From an optimization exercise on the open Yosys and OpenROAD flow, aimed at small area, a short achievable clock period and few clock cycles per item; shortcuts taken in it are not production practice. Function was not checked in any run shown here: the RTL went through the layout flow alone.

$ cat flow/design.v
module gift128(input  wire clk,
               input  wire [127:0] P,
               input  wire [127:0] K,
               input  wire ld,
               output wire [127:0] C,
               output wire done);
    localparam R = 4;     
    localparam M = 4;     
    reg  [127:0] state;
    reg  [127:0] roundkey;
    reg  [5:0]   rc;        
    reg          done_r;    
    function [127:0] key_update(input [127:0] w);
        begin
            key_update = {w[17:16], w[31:18], w[11:0], w[15:12], w[127:32]};
        end
    endfunction
    function [5:0] rc_update(input [5:0] c);
        begin
            rc_update = {c[4:0], ~(c[5] ^ c[4])};
        end
    endfunction
    wire [127:0] st [0:R];
    wire [127:0] kw [0:R];
    wire [5:0]   cw [0:R];
    wire [127:0] st_in [0:R-1];
    wire [127:0] kw_in [0:R-1];
    wire [5:0]   cw_in [0:R-1];
    assign st[0] = state;
    assign kw[0] = roundkey;
    assign cw[0] = rc;
    genvar j;
    generate
        for (j = 0; j < R; j = j + 1) begin : rnd
            if (j == M) begin : mx
                assign st_in[j] = ld ? P : st[j];
                assign kw_in[j] = ld ? K : kw[j];
                assign cw_in[j] = ld ? 6'h01 : cw[j];
            end else begin : nomx
                assign st_in[j] = st[j];
                assign kw_in[j] = kw[j];
                assign cw_in[j] = cw[j];
            end
            gift_round round (.s(st_in[j]), .k1(kw_in[j][31:0]), .k2(kw_in[j][95:64]),
                              .c(cw_in[j]), .y(st[j+1]));
            assign kw[j+1] = key_update(kw_in[j]);
            assign cw[j+1] = rc_update(cw_in[j]);
        end
    endgenerate
    wire [5:0] rc_next = ld ? 6'h01 : cw[R];
    always @(posedge clk) begin
        done_r   <= (rc_next == 6'h34);    
        state    <= ld ? P : st[R];
        roundkey <= ld ? K : kw[R];
        rc       <= rc_next;
    end
    assign C    = state;
    assign done = done_r;
endmodule
module gift_round(input wire [127:0] s, input wire [31:0] k1, input wire [31:0] k2,
                  input wire [5:0] c, output wire [127:0] y);
    reg [31:0] s0, s1, s2, s3, t, p0, p1, p2, p3;
    integer b;
    always @(*) begin
        {s0, s1, s2, s3} = s;
        s1 = s1 ^ (s0 & s2);
        s0 = s0 ^ (s1 & s3);
        s2 = s2 ^ (s0 | s1);
        s3 = s3 ^ s2;
        s1 = s1 ^ s3;
        s3 = ~s3;
        s2 = s2 ^ (s0 & s1);
        t = s0; s0 = s3; s3 = t;
        for (b = 0; b < 8; b = b + 1) begin
            p0[b +  0] = s0[4*b+0]; p0[b + 24] = s0[4*b+1]; p0[b + 16] = s0[4*b+2]; p0[b +  8] = s0[4*b+3];
            p1[b +  8] = s1[4*b+0]; p1[b +  0] = s1[4*b+1]; p1[b + 24] = s1[4*b+2]; p1[b + 16] = s1[4*b+3];
            p2[b + 16] = s2[4*b+0]; p2[b +  8] = s2[4*b+1]; p2[b +  0] = s2[4*b+2]; p2[b + 24] = s2[4*b+3];
            p3[b + 24] = s3[4*b+0]; p3[b + 16] = s3[4*b+1]; p3[b +  8] = s3[4*b+2]; p3[b +  0] = s3[4*b+3];
        end
        p1 = p1 ^ k1;
        p2 = p2 ^ k2;
        p3 = p3 ^ {1'b1, 25'h0, c};
    end
    assign y = {p0, p1, p2, p3};
endmodule
$ cat flow/flow/run.sh
#!/bin/bash
# The standard ORFS layout, with 1x port buffers instead of the default
# (clkdlybuf4s50_1) and, if flow/margin.txt exists, timing repair aimed that
# many ns below the clock period (setup margin). The make output goes to
# flow_std.log here; ORFS's per-step logs are under orfs/logs.
set -euo pipefail
ARGS=("BUFFER_PORTS_ARGS=-buffer_cell sky130_fd_sc_hd__buf_1")
if [[ -f flow/margin.txt ]]; then ARGS+=("SETUP_SLACK_MARGIN=$(cat flow/margin.txt)"); fi
bash standard.sh "${ARGS[@]}" finish > flow_std.log 2>&1
$ cat flow/flow/margin.txt
6.2
$ cat flow/standard.sh
#!/bin/bash
# synth_recipe.tcl (not shown) runs the flow's synth.tcl, then flattens the netlist and writes it again
# the make line also repeats each setting of config.mk as NAME=value (left out here)
make -C /OpenROAD-flow-scripts/flow DESIGN_CONFIG=/design/flow/config.mk WORK_HOME=/design/flow/orfs CLKGATE_MAP_FILE= SYNTH_SCRIPT=/design/flow/synth_recipe.tcl "${@:-finish}"
$ cat flow/config.mk
export PLATFORM = sky130hd
export DESIGN_NAME = gift128
export DESIGN_NICKNAME = gift128
export VERILOG_FILES = /design/flow/design.v
export SDC_FILE = /design/flow/constraint.sdc
export NUM_CORES = 4
export LEC_CHECK = 0
export CAP_MARGIN = 20
export CORE_MARGIN = 2
export CORE_UTILIZATION = 55
export CTS_CLUSTER_DIAMETER = 120
export CTS_CLUSTER_SIZE = 24
export SLEW_MARGIN = 20
export SYNTH_HIERARCHICAL = 1
$ cat flow/constraint.sdc
create_clock -name core_clock -period 10.0 [get_ports {clk}]
set_input_delay 2.0000 -clock core_clock [delete_from_list [all_inputs] [get_ports {clk}]]
set_output_delay 2.0000 -clock core_clock [all_outputs]
set_load 0.01 [all_outputs]
==> impl_metrics.tcl, run 1 <==
set metrics [dict create \
    outcome "complete, no violations" \
    critPathKind "register to register" \
    timing.final.ws_setup_ns 6.23 \
    yosysUniqueCellTypes 21 \
    hold_ws_ns 0.595 \
    drive_gt1_share_pct 31.1 \
    antenna_found_initial 2 \
    clk_pin_slew_worst_paths_ns 0.11 \
    grt.busiest_layer "met2" \
    numClockSinks 263 \
    wl_mm 92.2 \
    cp-start-kind "register" \
    h-tree-depth 1 \
    crit_fanout 7 \
    die_y_um 211 \
    grt_pass1_vias 19300 \
    drv_cap 0 \
    num_antenna_cells 0 \
    netlist_instances 2660 \
    yosysTopAreaCell "dfxtp_1" \
    drv_slew 0 \
    hp-class "register to register" \
    routed_via_density 5.83 \
    synth_area_um2 23500 \
    fin_crit_ns 3.77 \
    synth_top_area_share_pct 22.4 \
    hold_viol 0 \
    critPathArrivalTime_ns 4.19 \
    final.setup.tns_ns 0 \
    setup_viol 0 \
    coreArea_um2 42100 \
    nFillCells 3430 \
    tightest_slew_ns 1.04 \
    overflow 0 \
    synth-seq-area-share_pct 22.4 \
    avgSynthCellArea_um2 8.85 \
    cts_buffers 14 \
    grt_usage_pct 39.3 \
    timing.clock.skew_ns 0.0374 \
    antenna_left 0 \
    drt_iter0_markers 1876 \
    dp_hpwl_mm 73.2 \
    worstSkewPairLatency_ns 0.54 \
    period_share_pct 37.7 \
    syn_nets 2918 \
    initial_core_util_pct 55.9 \
    cp_data_required_time_ns 10.42 \
    cts_buffer_depth 3 \
    wl_per_cell_um 24.8 \
    io_buffer_count 386 \
    slew_headroom_pct 30.0 \
    netlist_top_cells_count "591 x xnor2_1, 263 x dfxtp_1, 256 x nor2_1, 256 x o21ai_0, 252 x nand2_1" \
    clockRootBuffer "clkbuf_16" \
    ctsHoldBuffers 0 \
    num_io_pins 387 \
    synth_seq_cells 263 \
    die-area_um2 44500 \
    dr.pass1.iters 8 \
    fin_nets 3431 \
    placementRows 75 \
    rsz0062_at_grt "yes" \
    grt.met2_usage_pct 65.4 \
    die_w_um 211 \
    synthFlopType "dfxtp_1" \
    synth_edf_count 0 \
    areaGrowthSynthToFinish_pct 24.9 \
    postSynth.asyncResetShare_pct 0 \
    tritoncts "yes" \
    place_congestion 0.975 \
    gr-usage-met1_pct 51.9 \
    yosysMostFrequentCell "xnor2_1" \
    grt_pass1_wl_mm 127 \
    yosys-top-cells-area "dfxtp_1 22%, xnor2_1 22%, mux2_4 11%" \
    num_vias 21600 \
    ys.warnings.count 8 \
    dp_slack_ns 5.41 \
    drcViolationCount 0 \
    grt_max_degree 74 \
    clock.fmax_mhz 265 \
    end_kind "register" \
    met3_usage_pct 4.83 \
]
## through the flow
stage / cell area [um2] / cells / util (%)
finish: 29400 / 3712 / 69.8
global route: 29400 / 3712 / 69.8
CTS: 27400 / 3605 / 64.9
detailed placement: 25300 / 3531 / 60.0
global placement: 25300 / 3531 / 60.0
floorplan: 23500 / 2660 / -
## worst paths after layout
check,slack (ns),startpoint,to,cells after the start
worst max register to register,6.23,state[24],state[18],17
worst min-delay path,0.59,roundkey[39],roundkey[43],1
worst min register to register,0.59,roundkey[39],roundkey[43],1
worst max-delay path,6.23,state[24],state[18],17
## cell usage in the layout (no fill, tap or decap), drive strengths merged
cell    Yosys  final
nand2b     29     29
xor2      201    201
and3        1      1
a22oi       4      4
nor2b     129    129
nor4bb      1      1
nand2     252    252
clkbuf      0     17
xnor2     591    591
nor2      256    256
dfxtp     263    263
buf        57    552
mux2      356    356
a22o       96     96
o21ai     256    256
nor3b      96     96
bufbuf      0      1
mux2i       4      4
a21oi      40     40
a311oi      4      4
a211oi     24     24
## per-module statistics from Yosys (local to each module, per instance)
module,copies in the design,cell area (um2),flip-flops and latches
gift_round,4,3590,0
gift128,1,9170,263
## logic make-up (layout without fill, tap and decap cells)
logic type,count (synthesis),count (layout),share of synthesized area (%)
xor+xnor,792,792,29.5
simple gates,764,764,15.4
compound gates,424,424,10.9
mux,360,360,20.0
flops,263,263,22.4
buf+inv,57,570,1.88
## repair_timing
item,CTS,global route
setup buffers,57,107
gates resized for setup,219,294
setup endpoints to repair,222,122
gates cloned,1,0
pin swaps,31,99
## layer usage
metal	vias up	routed length, um
met5	-	0
met4	0	4560
met3	179	7700
met2	951	42800
met1	10500	37100
li1	10000	-
## worst max-delay path, stage by stage, from the launching register on
cell	delay, ns
dfxtp_1	0.49
nand2_1	0.11
xnor2_1	0.13
nor2_1	0.19
xnor2_2	0.14
buf_4	0.18
nor2b_1	0.17
xnor2_1	0.10
nor2_2	0.29
xnor2_2	0.21
nor2b_1	0.21
xnor2_1	0.09
nor2_1	0.17
xnor2_2	0.18
buf_4	0.18
mux2_2	0.25
a22o_1	0.29
mux2_2	0.31
## layout make-up
type                            count  area, um2  share of cell area [%]
Multi-Input combinational cell   2340      20100                    68.5
Sequential cell                   263       5420                    18.4
Timing Repair Buffer              554       2790                    9.49
Tap cell                          539        674                    2.29
Clock buffer                       16        379                    1.29
## flip-flops by register name, indices dropped and copies added, names as in the netlist
signal / flops
done_r: 1
rc: 6
roundkey: 128
state: 128
==> run 2: changes to the inputs <==
--- a/flow/design.v
+++ b/flow/design.v
@@ -6,4 +6,4 @@
                output wire done);
-    localparam R = 4;     
-    localparam M = 4;     
+    localparam R = 3;     
+    localparam M = 2;     
     reg  [127:0] state;
@@ -35,3 +35,3 @@
             if (j == M) begin : mx
-                assign st_in[j] = ld ? P : st[j];
+                assign st_in[j] = st[j];    
                 assign kw_in[j] = ld ? K : kw[j];
@@ -43,4 +43,9 @@
             end
-            gift_round round (.s(st_in[j]), .k1(kw_in[j][31:0]), .k2(kw_in[j][95:64]),
-                              .c(cw_in[j]), .y(st[j+1]));
+            if (j == M) begin : ldr
+                gift_round_ld round (.x(st[j]), .p(P), .ld(ld), .k1(kw_in[j][31:0]),
+                                     .k2(kw_in[j][95:64]), .c(cw_in[j]), .y(st[j+1]));
+            end else begin : r
+                gift_round round (.s(st_in[j]), .k1(kw_in[j][31:0]), .k2(kw_in[j][95:64]),
+                                  .c(cw_in[j]), .y(st[j+1]));
+            end
             assign kw[j+1] = key_update(kw_in[j]);
@@ -49,7 +54,7 @@
     endgenerate
-    wire [5:0] rc_next = ld ? 6'h01 : cw[R];
+    wire [5:0] rc_next = cw[R];
     always @(posedge clk) begin
         done_r   <= (rc_next == 6'h34);    
-        state    <= ld ? P : st[R];
-        roundkey <= ld ? K : kw[R];
+        state    <= st[R];
+        roundkey <= kw[R];
         rc       <= rc_next;
@@ -85 +90,28 @@
 endmodule
+module gift_round_ld(input wire [127:0] x, input wire [127:0] p, input wire ld,
+                     input wire [31:0] k1, input wire [31:0] k2,
+                     input wire [5:0] c, output wire [127:0] y);
+    reg [31:0] s0, s1, s2, s3, t, p0, p1, p2, p3;
+    integer b;
+    always @(*) begin
+        {s0, s1, s2, s3} = ld ? p : x;
+        s1 = s1 ^ (s0 & s2);
+        s0 = s0 ^ (s1 & s3);
+        s2 = s2 ^ (s0 | s1);
+        s3 = s3 ^ s2;
+        s1 = s1 ^ s3;
+        s3 = ~s3;
+        s2 = s2 ^ (s0 & s1);
+        t = s0; s0 = s3; s3 = t;
+        for (b = 0; b < 8; b = b + 1) begin
+            p0[b +  0] = s0[4*b+0]; p0[b + 24] = s0[4*b+1]; p0[b + 16] = s0[4*b+2]; p0[b +  8] = s0[4*b+3];
+            p1[b +  8] = s1[4*b+0]; p1[b +  0] = s1[4*b+1]; p1[b + 24] = s1[4*b+2]; p1[b + 16] = s1[4*b+3];
+            p2[b + 16] = s2[4*b+0]; p2[b +  8] = s2[4*b+1]; p2[b +  0] = s2[4*b+2]; p2[b + 24] = s2[4*b+3];
+            p3[b + 24] = s3[4*b+0]; p3[b + 16] = s3[4*b+1]; p3[b +  8] = s3[4*b+2]; p3[b +  0] = s3[4*b+3];
+        end
+        p1 = p1 ^ k1;
+        p2 = p2 ^ k2;
+        p3 = p3 ^ {1'b1, 25'h0, c};
+    end
+    assign y = {p0, p1, p2, p3};
+endmodule
==> flow/flow/margin.txt (replaced) <==
6.8
==> run 2 against run 1 <==
  * First-iteration DRC count fell by 31%
  * Die area decreased by 12%
  * Hold slack lost 0.072 ns
  * Sequential share of layout area is 3.6 points higher
  * Via count is 18% lower
  * Critical path type is now input port to register
  * Register-to-register slack better by 0.64 ns
  * Utilization down 3.8 points
  * Maximum frequency is 18% higher
  * Count of clock-buffer cells in the layout stayed put
  * Largest cell class unchanged
==> impl_metrics.tcl, run 2 <==
set metrics [dict create \
    outcome "complete, no violations" \
    final.setup.tns_ns 0 \
    avgSynthCellArea_um2 9.66 \
    cts_buffer_depth 3 \
    drv_cap 0 \
    overflow 0 \
    coreArea_um2 37400 \
    timing.rr.start "state[55]" \
    wl_mm 76.6 \
    yosysUniqueCellTypes 39 \
    antenna_found_initial 2 \
    die_w_um 198 \
    worstSkewPairLatency_ns 0.52 \
    period_share_pct 32.0 \
    timing.clock.skew_ns 0.0172 \
    setup_viol 0 \
    clk_pin_slew_worst_paths_ns 0.10 \
    initial_core_util_pct 55.4 \
    fin_nets 2818 \
    drv_slew 0 \
    netlist_instances 2143 \
    hold_viol 0 \
    syn_nets 2401 \
    hold_start "roundkey[108]" \
    drcViolationCount 0 \
    synth-seq-area-share_pct 25.4 \
    cts_buffers 14 \
    layout_common_cells "432 x xnor2_1, 373 x buf_1, 182 x nand2_1" \
    grt_max_degree 59 \
    slew_headroom_pct 46.9 \
    die-area_um2 39200 \
    drive_gt1_share_pct 24.6 \
    place_congestion 0.947 \
    num_vias 17700 \
    top_regs "roundkey: 128 flops, state: 128 flops, rc: 6 flops" \
    placementRows 71 \
    synth_seq_cells 263 \
    synth_area_um2 20700 \
    timing.final.ws_setup_ns 6.80 \
    critPathKind "input port to register" \
    cp-start-kind "input port" \
    h-tree-depth 1 \
    synth_edf_count 0 \
    dp_slack_ns 4.71 \
    cp_data_required_time_ns 10.44 \
    yosys-top-cells-area "dfxtp_1 25%, xnor2_1 19%, mux2_2 9.8%" \
    ys.warnings.count 9 \
    wl_per_cell_um 24.9 \
    tightest_slew_ns 0.791 \
    synthFlopType "dfxtp_1" \
    hold-path-endpoint "roundkey[12]" \
    antenna_left 0 \
    yosysTopAreaCell "dfxtp_1" \
    ctsHoldBuffers 0 \
    areaGrowthSynthToFinish_pct 19.3 \
    postSynth.asyncResetShare_pct 0 \
    tritoncts "yes" \
    routed_via_density 5.77 \
    rr_worst_depth 11 \
    netlist_top_cells_count "447 x xnor2_1, 263 x dfxtp_1, 182 x nand2_1, 180 x mux2_2, 160 x nor2_1" \
    numClockSinks 263 \
    io_buffer_count 386 \
    dr.pass1.iters 5 \
    critPathArrivalTime_ns 3.64 \
    grt_usage_pct 37.6 \
    holdPathStages 1 \
    clockRootBuffer "clkbuf_16" \
    clock.fmax_mhz 312 \
    reg2reg_slack_ns 6.87 \
    rr_endpoint "state[18]" \
    synth_top_area_share_pct 25.4 \
    drt_iter0_markers 1287 \
    grt_pass1_wl_mm 106 \
    end_kind "register" \
    dp_hpwl_mm 60.9 \
    nFillCells 3146 \
    crit_fanout 8 \
    hp-class "register to register" \
    fin_crit_ns 3.20 \
    grt_pass1_vias 15900 \
    rsz0062_at_grt "yes" \
    yosysMostFrequentCell "xnor2_1" \
    num_io_pins 387 \
    final_common_cell "xnor2_1" \
    die_y_um 198 \
]
## run 2: Yosys stat by module (local to each module, per instance)
module	cell area, um2	copies in the design	flops+latches
gift_round	3590	2	0
gift_round_ld	6440	1	0
gift128	7080	1	263
## run 2: metrics by stage
step                util, %  instances  hold WS [ns]  instance area (um2)
floorplan                 -       2143         0.478                21200
global placement       61.1       2997         0.490                22900
detailed placement     61.1       2997         0.497                22900
CTS                    64.4       3030         0.524                24100
global route           66.0       3071         0.535                24700
finish                 66.0       3073         0.523                24700
## run 2: final cells by class
class                      count  area, um2  area share (%)
multi-input combinational   1832      15900            64.3
timing repair buffer         449       2340            9.49
sequential                   263       5450            22.1
antenna                        2       5.00          0.0203
clock buffer                  16        379            1.53
tap                          511        639            2.59
## run 2: timing repair
item                       in CTS  in global routing
gates cloned                    8                  1
buffers inserted                9                 40
setup endpoints to repair     301                 82
gates resized for setup       158                 72
pin swaps                       2                 12
## run 2: cells by family after synthesis
family                 share of synthesized area [%]
XOR/XNOR                                        23.8
AND/OR/NAND/NOR                                 11.6
flip-flops                                      25.4
multiplexers                                    24.8
AO/OA/AOI/OAI                                   12.4
buffers and inverters                           1.92
## run 2: worst max-delay path by stage
stage	slack [ns]	startpoint	to	cells past startpoint
after floorplan	6.69	ld	state[2]	7
after global placement	4.78	ld	state[53]	7
after detailed placement	4.71	ld	state[53]	7
after CTS	6.79	ld	state[46]	8
after global routing	6.79	ld	state[49]	7
final	6.80	ld	state[33]	8
## run 2: layer usage
| metal | vias up | share of wire, % | GRT usage, % |
|---|---|---|---|
| met5 | - | 0 | 0 |
| met4 | 0 | 4.0 | 13.7 |
| met3 | 117 | 7.3 | 4.58 |
| met2 | 686 | 47 | 63.1 |
| met1 | 8590 | 42 | 49.7 |
| li1 | 8349 | - | - |
## run 2: worst max-delay path, cell delays in order
cell       delay, ns
clkbuf_16       0.15
buf_16          0.15
buf_12          0.12
buf_12          0.14
mux2i_4         0.33
mux2i_1         0.14
a211oi_2        0.41
xnor2_1         0.16

-- re-timing with driven ports --
How much do the figures lean on ideal ports? The routed layouts below were timed once more, with nothing changed but the port constraints.
Step 1 sets driving cells, clkbuf_16 on the clock port and buf_2 on the other inputs (assumed; they add their load-dependent delay and slew).
Step 2 times the ports against the registers' clock, not the clock port: input delays grow and output delays shrink by t, the midpoint of the rising clock arrivals with the driver on.
Three values: ideal ports, drivers, drivers and shift; two values: the first two.
run	shift t [ns]	slack for setup (ns)	worst hold slack (ns)	worst setup path after step 2	worst data-port slew with drivers (ns)
run 1	0.581	6.233 / 6.233 / 5.842	0.595 / 0.595 / 0.595	input to register	0.07
run 2	0.569	6.799 / 6.705 / 6.137	0.523 / 0.523 / 0.523	input to register	0.14
After both steps setup and hold are still met in every run listed. For run 2, which loses most, drivers alone change the setup slack by -0.094 ns; drivers and shift together by -0.662 ns.
